What follows belongs to an exercise in optimizing a design on an open flow for a short achievable clock period and few clock cycles; a production flow would make more cautious choices.
In this exercise RTL edits were held to simulation tests only and were not proved equivalent to the original.
Power figures rest on the tool's default switching activity, not on a simulated workload.

Setup of 09-06:
Design MIPS_MultiCycle, start of the top module:
module MIPS_MultiCycle(clk, reset, mem_addr, mem_we, mem_wdata, mem_rdata);
  input clk, reset;
  output wire [31:0] mem_addr;
  output wire mem_we;
  output wire [31:0] mem_wdata;
  input [31:0] mem_rdata;
  localparam BI = 5;               
  localparam NB = 1 << BI;
  localparam TW = 16 - 2 - BI;     
  reg [31:0] aq;         
  reg [31:0] ao;         
  reg        mcyc;       
  reg        mwe;        
  reg        mlw;        
  reg [31:0] wq;         
  reg        dv;         
  reg        ev;         
  reg        lrv;        
  reg        wpend;      
  reg [31:0] rfv;        
  reg [NB-1:0] bv;       
  reg        buv;        
  reg        seq;        
  reg [31:0] ras;        
  reg [4:0]  mrd;        
  reg [31:0] fpc;        
  reg [31:0] lrt;
  reg [31:0] ir;
  reg [31:0] pc_d;
  reg [31:0] pc4_d;      
  reg [13:0] pm1_d, pp1_d;   
  reg        pt_d;       
  reg [31:0] ptgt_d;     
  reg        hit_d;      
  reg [31:0] pc_e;
  reg [13:0] pm1_e, pp1_e;
  reg [31:0] a_e;           
  reg [31:0] b_e;           
  reg [31:0] s_e;           
  reg [4:0]  sa_e, sb_e;     
  reg        useimm_e;
  reg        op_and_e, op_or_e, op_add_e, op_sub_e, op_slt_e;
  reg        wr_e;
  reg [4:0]  rd_e;
  reg        back_e;         
  reg        lw_e, sw_e, br_e, bne_e, jal_e, jr_e, j_e;
  reg        pt_e;
  reg [31:0] ptgt_e;
  reg [31:0] fall_e;         
  reg [31:0] btgt_e;         
  reg [31:0] alt_e;          
  reg [31:0] chk_e;          
  reg        hit_e;
  reg [31:0] W;
  reg [4:0]  wtag;
  reg [31:0] rf [0:31];
  reg [TW-1:0] btag [0:NB-1];
  reg [1:0]    btyp [0:NB-1];    
  reg [13:0]   btgt [0:NB-1];
  reg [1:0]    bctr [0:NB-1];
  reg [2:0]    biter [0:NB-1];   
  reg [2:0]    btrip [0:NB-1];   
  reg          pq_hit;
  reg [1:0]    pq_typ;
  reg [1:0]    pq_ctr;
  reg [13:0]   pq_tgt;
  reg          pq_lexit;        
  reg [BI-1:0] bu_idx;
  reg [TW-1:0] bu_tag;
  reg [1:0]    bu_typ;
  reg [13:0]   bu_tgt;
  reg [1:0]    bu_ctr;
  reg [2:0]    bu_iter, bu_trip;
  reg          bu_wt;           
  reg          bu_inv;          
  assign mem_addr = ao;
  assign mem_we = mwe;
  assign mem_wdata = wq;
  wire [BI-1:0] lidx = aq[BI+1:2];
  wire l_bu = buv && (bu_idx == lidx);
  wire l_v = l_bu ? !bu_inv : bv[lidx];
  wire [TW-1:0] l_tag = l_bu ? bu_tag : btag[lidx];
  ...
Size in the first run: about 9200 cells after synthesis, about 2900 flip-flops, about 0.14 mm2 of cells after synthesis.
Settings: LEC_CHECK=0, ABC_CLOCK_PERIOD_IN_PS=3000, CAP_MARGIN=20, CORE_MARGIN=2, CORE_UTILIZATION=30, SLEW_MARGIN=20; clock period 10.0 ns.
standard.sh (not shown) runs the stock make flow with config.mk's settings and CLKGATE_MAP_FILE= SYNTH_SCRIPT=/design/flow/synth_recipe.tcl, a recipe that flattens the netlist after the stock synthesis.
==> flow/flow/run.sh <==
#!/bin/bash
set -uo pipefail
bash standard.sh SETUP_SLACK_MARGIN=7.5 finish > standard.log 2>&1
09-06 went all the way through synthesis, placement and routing and the layout is clean on timing, DRC and antenna.
Testbench counts of 09-06, summed over its fixed seeds: cycles 278,507.
Setup changes, 09-06 to 10-04
==> flow/flow/run.sh <==
#!/bin/bash
set -uo pipefail
bash standard.sh SETUP_SLACK_MARGIN=6.5 finish > standard.log 2>&1
Results
Worst setup slack before clock tree synthesis was higher in the run labelled 09-06. Total design power down about 9% in 10-04 wrt 09-06. When 10-04 is measured against 09-06, its via count turns out 4256 lower.

* * *

MIPS_MultiCycle, a different RTL version from the one above (not shown whole).
For scale: ~13,000 cells after synthesis, roughly 99 I/O pins, roughly 220,000 sq um of cells after synthesis.
Settings: LEC_CHECK=0, ABC_CLOCK_PERIOD_IN_PS=3000, CAP_MARGIN=20, CORE_MARGIN=2, CORE_UTILIZATION=30, CTS_CLUSTER_DIAMETER=80, CTS_CLUSTER_SIZE=20, SLEW_MARGIN=20; clock period 10.0 ns.
==> flow/flow/run.sh <==
#!/bin/bash
set -uo pipefail
bash standard.sh SETUP_SLACK_MARGIN=6.5 finish > standard.log 2>&1
The first run ran to the end with no violations.
Testbench counts at the start, summed over its fixed seeds: cycles 270,563.
Then changed:
Settings changed: CTS_CLUSTER_DIAMETER 80 to not set, CTS_CLUSTER_SIZE 20 to not set.
Effect:
- cell count went up by 1.7%
- area after synthesis stays the same
- worst setup slack got worse by 0.047 ns
- worst hold slack improves by 0.0040 ns
- wire length is higher by 0.61%
- clock skew shrinks by 0.0056 ns
- total power rose by 6.1%
- cell area rises by 2.5%
- count of clock-buffer cells in the layout increases by 299

* * *

Another version of the RTL of MIPS_MultiCycle (not shown whole).
Size: about 2700 flip-flops, roughly 99 I/O pins.
==> flow/design.v (excerpt) <==
module MIPS_MultiCycle(clk, reset, mem_addr, mem_we, mem_wdata, mem_rdata);
  input clk, reset;
  output wire [31:0] mem_addr;
  output wire mem_we;
  output wire [31:0] mem_wdata;
  input [31:0] mem_rdata;
  localparam BI = 5;               
  localparam NB = 1 << BI;
  localparam TW = 16 - 2 - BI;     
  reg [31:0] aq;         
  reg        mcyc;       
  reg        mwe;        
  reg        mlw;        
  reg [31:0] wq;         
  reg        dv;         
  reg        ev;         
  reg        lrv;        
  reg        wpend;      
  reg [31:0] rfv;        
  reg [NB-1:0] bv;       
  reg        buv;        
  reg        seq;        
  reg [31:0] ras;        
  reg [4:0]  mrd;        
  reg [31:0] fpc;        
  reg [31:0] lrt;
  reg [31:0] ir;
  reg [31:0] pc_d;
  reg [31:0] pc4_d;      
  reg [13:0] pm1_d, pp1_d;   
  reg        pt_d;       
  reg [31:0] ptgt_d;     
  reg        hit_d;      
  ...
clock: 10.0 ns
lec_check: 0
abc_clock_period_in_ps: 3000
cap_margin: 20
core_margin: 2
core_utilization: 30
slew_margin: 20
Scripts as last shown in full above: flow/flow/run.sh
The first run ran to the end with no violations.
Testbench counts at the start, summed over its fixed seeds: cycles 284,229.
Then changed:
==> flow/run.sh (new file) <==
#!/bin/bash
# synth_recipe.tcl (not shown) runs the flow's synth.tcl, then flattens the netlist and writes it again
# the make line also repeats each setting of config.mk as NAME=value (left out here)
make -C /OpenROAD-flow-scripts/flow DESIGN_CONFIG=/design/flow/config.mk WORK_HOME=/design/flow/orfs CLKGATE_MAP_FILE= SYNTH_SCRIPT=/design/flow/synth_recipe.tcl finish
Settings changed: SETUP_SLACK_MARGIN set to 5.
removed: flow/flow/run.sh
removed: flow/standard.sh
Outcome: The new run completed with no timing, DRC or antenna violations. Total power fell by roughly a tenth. Cell count fell by a few percent. Area after synthesis does not change. Non-clock buffer count fell by 560. Die area does not change. Global-route usage fell by 1.1 points. Worst hold slack improved by 0.025 ns. Utilization fell by 2.7 points. Sequential share of layout area rose by 3.9 points. Critical path depth fell by 11. Wire length fell by a little under a tenth.

separate check: timing with driven ports:
In the flow no input, the clock included, has a driving cell. The finished layouts below were timed again as built, in two steps. Step 1 assumes that a clkbuf_16 drives the clock port and a buf_2 every other input. Step 2 also shifts input and output timing later by t, the mid clock arrival at the registers, as if the neighbouring blocks saw the same clock. Three values: no drivers, after step 1, after step 2; two values: the first two.
run	shift t [ns]	setup slack, ns	worst register clock-pin slew, ns
09-06	1.044	5.977 / 5.977 / 5.823	0.07 / 0.07
10-04	1.006	6.134 / 6.079 / 5.657	0.07 / 0.07
the first run of note 2	1.151	6.223 / 6.096 / 5.147	0.10 / 0.10
the second run of note 2	1.183	6.176 / 6.052 / 5.151	0.07 / 0.07
the first run of note 3	0.998	6.136 / 6.132 / 5.818	0.07 / 0.07
the second run of note 3	1.007	5.047 / 4.945 / 5.084	0.07 / 0.07
After both steps setup and hold are still met in every run listed. The setup slack of the first run of note 2, which loses most, moves by -0.127 ns with the drivers and by -1.076 ns with both steps.
